Context: an optimization exercise on an open-source flow, tuned for small area. The choices shown serve that exercise and are no tape-out recipe.
Function was checked by simulation only, so behaviour that the tests miss may differ from the original.

north:
## b8Xb8_s16
module b8Xb8_s16(
  input clk,
  input rst_n,
  input [7:0] in1_0,
  input [7:0] in1_1,
  input [7:0] in1_2,
  input [7:0] in1_3,
  input [7:0] in1_4,
  input [7:0] in1_5,
  input [7:0] in1_6,
  input [7:0] in1_7,
  input [7:0] in1_8,
  input [7:0] in1_9,
  input [7:0] in1_10,
  input [7:0] in1_11,
  input [7:0] in1_12,
  input [7:0] in1_13,
  input [7:0] in1_14,
  input [7:0] in1_15,
  input [7:0] in2_0,
  input [7:0] in2_1,
  input [7:0] in2_2,
  input [7:0] in2_3,
  input [7:0] in2_4,
  input [7:0] in2_5,
  input [7:0] in2_6,
  input [7:0] in2_7,
  input [7:0] in2_8,
  input [7:0] in2_9,
  input [7:0] in2_10,
  input [7:0] in2_11,
  input [7:0] in2_12,
  input [7:0] in2_13,
  input [7:0] in2_14,
  input [7:0] in2_15,
  output [11:0] out
  );
Size in the first run: about 2,300 cells after synthesis, ~34 flip-flops, ~270 I/O pins, about 26,000 µm² of cells after synthesis.
clock: 7.5 ns
lec_check: 0
cap_margin: 20
core_margin: 2
core_utilization: 60
gpl_timing_driven: 0
slew_margin: 20
synth_hierarchical: 1
standard.sh (not shown) runs the stock make flow with config.mk's settings and CLKGATE_MAP_FILE= SYNTH_SCRIPT=/design/flow/synth_recipe.tcl, a recipe that flattens the netlist after the stock synthesis.
==> flow/flow/run.sh <==
#!/bin/bash
# The standard layout (standard.sh), with two CTS/port-buffer choices:
# every port still gets its own buffer, but a plain buf_1 rather than the
# clkdlybuf4s50_1 delay cell, and CTS uses clkbuf_8 with no dummy loads.
set -euo pipefail
export BUFFER_PORTS_ARGS="-buffer_cell sky130_fd_sc_hd__buf_1"
export CTS_ARGS="-sink_clustering_enable -repair_clock_nets -dont_use_dummy_load -buf_list sky130_fd_sc_hd__clkbuf_8"
bash standard.sh finish > standard.log 2>&1
The inputs of south differ from those of north as listed below.
# north
export LEC_CHECK = 0
export CAP_MARGIN = 20
export CORE_MARGIN = 2
export CORE_UTILIZATION = 60
export GPL_TIMING_DRIVEN = 0
export SLEW_MARGIN = 20
export SYNTH_HIERARCHICAL = 1
create_clock -name core_clock -period 7.5 [get_ports {clk}]
# south
export LEC_CHECK = 0
export CAP_MARGIN = 20
export CORE_MARGIN = 2
export CORE_UTILIZATION = 40
export GPL_TIMING_DRIVEN = 0
export SLEW_MARGIN = 20
export SYNTH_HIERARCHICAL = 1
create_clock -name core_clock -period 7.5 [get_ports {clk}]
==> flow/run.sh (new file) <==
#!/bin/bash
# synth_recipe.tcl (not shown) runs the flow's synth.tcl, then flattens the netlist and writes it again
# the make line also repeats each setting of config.mk as NAME=value (left out here)
make -C /OpenROAD-flow-scripts/flow DESIGN_CONFIG=/design/flow/config.mk WORK_HOME=/design/flow/orfs CLKGATE_MAP_FILE= SYNTH_SCRIPT=/design/flow/synth_recipe.tcl finish
removed: flow/flow/run.sh
removed: flow/standard.sh
| count of fill cells added during filler insertion | lower: north |
Delta (south minus north): global-route usage over all layers fell 14 points.
[inputs] east vs south
# south
export LEC_CHECK = 0
export CAP_MARGIN = 20
export CORE_MARGIN = 2
export CORE_UTILIZATION = 40
export GPL_TIMING_DRIVEN = 0
export SLEW_MARGIN = 20
export SYNTH_HIERARCHICAL = 1
create_clock -name core_clock -period 7.5 [get_ports {clk}]
# east
export LEC_CHECK = 0
export CAP_MARGIN = 20
export CORE_MARGIN = 2
export CORE_UTILIZATION = 40
export CTS_CLUSTER_DIAMETER = 500
export CTS_CLUSTER_SIZE = 40
export GPL_TIMING_DRIVEN = 0
export SLEW_MARGIN = 20
export SYNTH_HIERARCHICAL = 1
create_clock -name core_clock -period 7.5 [get_ports {clk}]
- Diff south..east | post-route clock period utilization | unchanged
- Compared with south, in east I/O pin count shows no meaningful change; maximum frequency shows no meaningful change.
- Diff south..east | overall routed net length | unchanged
- Diff east..south | post-layout minimum cycle time | unchanged
- Comparing south against east, there is no change at all in area after synthesis.
- | detailed-routed wire length on met3 | south vs east | ≈ equal |
- For synthesized cell count, east and south come out practically identical.
Relative to east, the following input files were edited for west:
# east
export LEC_CHECK = 0
export CAP_MARGIN = 20
export CORE_MARGIN = 2
export CORE_UTILIZATION = 40
export CTS_CLUSTER_DIAMETER = 500
export CTS_CLUSTER_SIZE = 40
export GPL_TIMING_DRIVEN = 0
export SLEW_MARGIN = 20
export SYNTH_HIERARCHICAL = 1
create_clock -name core_clock -period 7.5 [get_ports {clk}]
# west
export LEC_CHECK = 0
export CAP_MARGIN = 20
export CORE_MARGIN = 2
export CORE_UTILIZATION = 60
export GPL_TIMING_DRIVEN = 0
export SETUP_SLACK_MARGIN = 0.1
export SLEW_MARGIN = 20
export SYNTH_HIERARCHICAL = 1
create_clock -name core_clock -period 7.5 [get_ports {clk}]
==> flow/flow/run.sh (new file) <==
#!/bin/bash
# The standard layout (standard.sh), with two CTS/port-buffer choices:
# every port still gets its own buffer, but a plain buf_1 rather than the
# clkdlybuf4s50_1 delay cell, and CTS uses clkbuf_8 with no dummy loads.
set -euo pipefail
export BUFFER_PORTS_ARGS="-buffer_cell sky130_fd_sc_hd__buf_1"
export CTS_ARGS="-sink_clustering_enable -repair_clock_nets -dont_use_dummy_load -buf_list sky130_fd_sc_hd__clkbuf_8"
bash standard.sh finish > standard.log 2>&1
==> flow/standard.sh (new file) <==
#!/bin/bash
# synth_recipe.tcl (not shown) runs the flow's synth.tcl, then flattens the netlist and writes it again
# the make line also repeats each setting of config.mk as NAME=value (left out here)
make -C /OpenROAD-flow-scripts/flow DESIGN_CONFIG=/design/flow/config.mk WORK_HOME=/design/flow/orfs CLKGATE_MAP_FILE= SYNTH_SCRIPT=/design/flow/synth_recipe.tcl "${@:-finish}"
removed: flow/run.sh
Findings:
Going from east to west, wire length the detailed router placed on met1 saw a decrease, first-pass GRT wire length saw a decrease, first-iteration DRC count saw an increase.
Inputs modified between west and middle:
# west
export LEC_CHECK = 0
export CAP_MARGIN = 20
export CORE_MARGIN = 2
export CORE_UTILIZATION = 60
export GPL_TIMING_DRIVEN = 0
export SETUP_SLACK_MARGIN = 0.1
export SLEW_MARGIN = 20
export SYNTH_HIERARCHICAL = 1
create_clock -name core_clock -period 7.5 [get_ports {clk}]
# middle
export LEC_CHECK = 0
export CAP_MARGIN = 20
export CORE_MARGIN = 2
export CORE_UTILIZATION = 40
export GPL_TIMING_DRIVEN = 0
export SETUP_SLACK_MARGIN = 0.1
export SLEW_MARGIN = 20
export SYNTH_HIERARCHICAL = 1
create_clock -name core_clock -period 7.5 [get_ports {clk}]
Notes after the runs:
- What west reported for inserted tap cell count has to be multiplied by 1.6 to get the figure for middle.
- On number of global-route vias before repair: middle sits above west.
- Re total wire length after detailed routing: west and middle aren't equal, and the lower value belongs to west.
- Every run in the comparison, west and middle, completed the flow with a clean layout.
- Relative to west, area growth from synthesis to layout increased by 1.6 points in middle.
- west → middle: filler-free cell count of the finished design now sits higher.
- The topmost layer with routed signal wires comes out met5 in one run and met4 in the other, namely in west and middle respectively.

[what the ideal ports hide]
The flow's constraints put no driver on any port. The routed layouts listed below were extracted and timed again, unchanged, in two steps. Step 1: set_driving_cell puts a clkbuf_16 on clk and a buf_2 on each other input, an assumption about the parent block. Step 2 moves the port delays by t, midway between the first and last clock arrival at a register: inputs arrive t later, outputs are due t later. That takes back most of the time a late clock gives input paths. a / b / c = ideal / step 1 / step 2; a / b = the first two.
| run | t (ns) | slack for setup (ns) | worst register clock-pin slew, ns |
|---|---|---|---|
| north | 0.365 | 0.050 / 0.066 / -0.299 | 0.10 / 0.10 |
| south | 0.345 | 0.094 / 0.113 / -0.232 | 0.06 / 0.06 |
| east | 0.345 | 0.094 / 0.113 / -0.232 | 0.06 / 0.06 |
| west | 0.364 | 0.149 / 0.132 / -0.233 | 0.10 / 0.10 |
| middle | 0.354 | 0.158 / 0.161 / -0.193 | 0.08 / 0.08 |
Met with ideal ports but missed after step 2: setup timing in every run listed. For west, which loses most, drivers alone change the setup slack by -0.017 ns; drivers and shift together by -0.382 ns.
